Background: an optimization exercise with open tools, aiming at small area. Do not read the settings as production practice.
Only simulation tests tie the RTL to the original design; equivalence was not proved.
Power and IR drop assume default switching activity.

== trial 53 ==
==> flow/design.v (excerpt) <==
module piano (input wire clk,
              input wire rst_n,
              input wire [12:0] key,
              input wire [1:0] pitch,
              input wire switch_sel,
              input wire autoplay_n,
              output wire buzzer,
              output wire speaker,
              output wire [8:0] seg1,
              output wire [8:0] seg2);
    wire rst = ~rst_n;
    wire tick_en, scan13_en, scan_en;
    timebase timebase_u (clk, rst, tick_en, scan13_en, scan_en);
    reg mode;
    always @(posedge clk or posedge rst) begin
        if (rst)
            mode <= 1'b0;
        else if (~autoplay_n)
            mode <= 1'b1;
    end
    wire kstrobe, kon;
    wire [5:0] kcode;
    keyboard keyboard_u (clk, rst, scan13_en, scan_en, key, pitch, kstrobe, kon, kcode);
    wire astrobe, aon;
    wire [5:0] acode;
    autoplay autoplay_u (clk, rst, mode & tick_en, astrobe, aon, acode);
    wire strobe = mode ? astrobe : kstrobe;
    wire mon = mode ? aon : kon;
    wire [5:0] mcode = mode ? acode : kcode;
    reg strobe_q;
    wire rise = strobe & ~strobe_q;
    reg [5:0] disp;
    always @(posedge clk or posedge rst) begin
        if (rst) begin
            disp     <= 6'd0;
            strobe_q <= 1'b0;
        end
        else begin
            strobe_q <= strobe;
            if (rise & mon)
                disp <= mcode;
        end
    end
    segrom segrom_u (disp, {seg1, seg2});
    wire wave;
    player player_u (clk, rst, rise, mode, kon, kcode, aon, acode, wave);
    assign buzzer  = ~switch_sel & wave;
    assign speaker = switch_sel & wave;
endmodule
==> flow/config.mk <==
export PLATFORM = sky130hd
export DESIGN_NAME = piano
export DESIGN_NICKNAME = piano
export VERILOG_FILES = /design/flow/design.v
export SDC_FILE = /design/flow/constraint.sdc
export NUM_CORES = 4
export LEC_CHECK = 0
export CAP_MARGIN = 20
export CORE_MARGIN = 2
export CORE_UTILIZATION = 30
export CTS_BUF_LIST = sky130_fd_sc_hd__clkbuf_8 sky130_fd_sc_hd__clkbuf_16
export CTS_CLUSTER_DIAMETER = 100
export CTS_CLUSTER_SIZE = 20
export GPL_TIMING_DRIVEN = 1
export PLACE_DENSITY = 0.4
export SETUP_SLACK_MARGIN = 0.3
export SLEW_MARGIN = 20
export SYNTH_MEMORY_MAX_BITS = 65536
==> flow/constraint.sdc <==
create_clock -name core_clock -period 10.0 [get_ports {clk}]
set_input_delay 2.0000 -clock core_clock [delete_from_list [all_inputs] [get_ports {clk}]]
set_output_delay 2.0000 -clock core_clock [all_outputs]
set_load 0.01 [all_outputs]
standard.sh (not shown) runs the stock make flow with config.mk's settings and CLKGATE_MAP_FILE= SYNTH_SCRIPT=/design/flow/synth_recipe.tcl, a recipe that flattens the netlist after the stock synthesis.
==> flow/flow/run.sh <==
#!/bin/bash
# Own layout flow: the standard synthesis, then the combinational logic
# between the (unchanged) registers is re-mapped by ABC for area, then the standard flow's
# standard layout from floorplan to finish on that netlist.
set -euo pipefail
R=orfs/results/${FLOW_PLATFORM}/piano/base
LIB=${FLOW_HOME}/platforms/${FLOW_PLATFORM}/lib/sky130_fd_sc_hd__tt_025C_1v80.lib
YOSYS=$(command -v yosys || echo ${FLOW_HOME}/../tools/install/yosys/bin/yosys)

# 1. standard synthesis (register names and cell types come from here)
bash standard.sh synth > 1_standard_synth.log 2>&1
cp ${R}/1_2_yosys.v 1_2_yosys_standard.v

# 2. re-map the combinational logic; sequential and tie cells stay as they are
SEQ=$(grep -oE 'sky130_fd_sc_hd__(df|edf|dl|sdf|conb)[a-z0-9_]*' 1_2_yosys_standard.v | sort -u | tr '\n' ' ')
cat > resyn.abc <<EOA
strash
dch -f
map -a
strash
dch -f
amap
strash
dch -f
amap
topo
EOA
cat > resyn.ys <<EOY
read_liberty -ignore_miss_func ${LIB}
blackbox ${SEQ}
read_verilog 1_2_yosys_standard.v
hierarchy -top ${FLOW_TOP}
flatten
opt_clean
abc -liberty ${LIB} -dont_use sky130_fd_sc_hd__probe* -dont_use sky130_fd_sc_hd__lpflow_* -script resyn.abc
opt_clean -purge
hilomap -singleton -hicell sky130_fd_sc_hd__conb_1 HI -locell sky130_fd_sc_hd__conb_1 LO
splitnets
opt_clean -purge
tee -o resyn_stat.txt stat -liberty ${LIB}
write_verilog -noattr -nohex -nodec 1_2_yosys_resyn.v
EOY
${YOSYS} -s resyn.ys > 2_resyn.log 2>&1
cp 1_2_yosys_resyn.v ${R}/1_2_yosys.v
rm -f ${R}/1_synth.odb ${R}/1_synth.sdc

# 3. standard layout on the re-mapped netlist
bash standard.sh finish > 3_standard_finish.log 2>&1
Inputs modified between trial 53 and build 10:
Settings: changing GPL_TIMING_DRIVEN from 1 to 0.
Results
- [compare] base=trial 53 new=build 10: maximum resistive drop on vdd +7.3%; maximum frequency -about 1.2%.
- Reported for build 10 and trial 53, synthesized area turned out identical to the last digit.
- The run showing the greater final standard cell utilization of the core is trial 53.
- [build 10 vs trial 53] placed instance area: lower in build 10
- In build 10 the final non-filler cell area turned out about 0.6% lower than in trial 53.
- There was hardly any difference in design internal power between build 10 and trial 53.
- Build 10 against trial 53: wire length went down by 3.2%; half-perimeter wire length after detailed placement -6800 um; number of vias after detailed routing went down 650; met2 global-route usage saw a decrease.

[re-timing with driven ports]
The flow's constraints put no driver on any port. The routed layouts listed below were extracted and timed again, unchanged, in two steps. Step 1: set_driving_cell puts a clkbuf_16 on clk and a buf_2 on each other input, an assumption about the parent block. Step 2 moves the port delays by t, midway between the first and last clock arrival at a register: inputs arrive t later, outputs are due t later. That takes back most of the time a late clock gives input paths. a / b / c = ideal / step 1 / step 2; a / b = the first two.
run	t, ns	setup WS [ns]	clock arrival spread, ns
trial 53	0.679	1.141 / 1.141 / 1.141	0.025 / 0.025
build 10	0.695	1.035 / 1.035 / 1.035	0.062 / 0.062
After both steps every run listed still meets setup and hold.
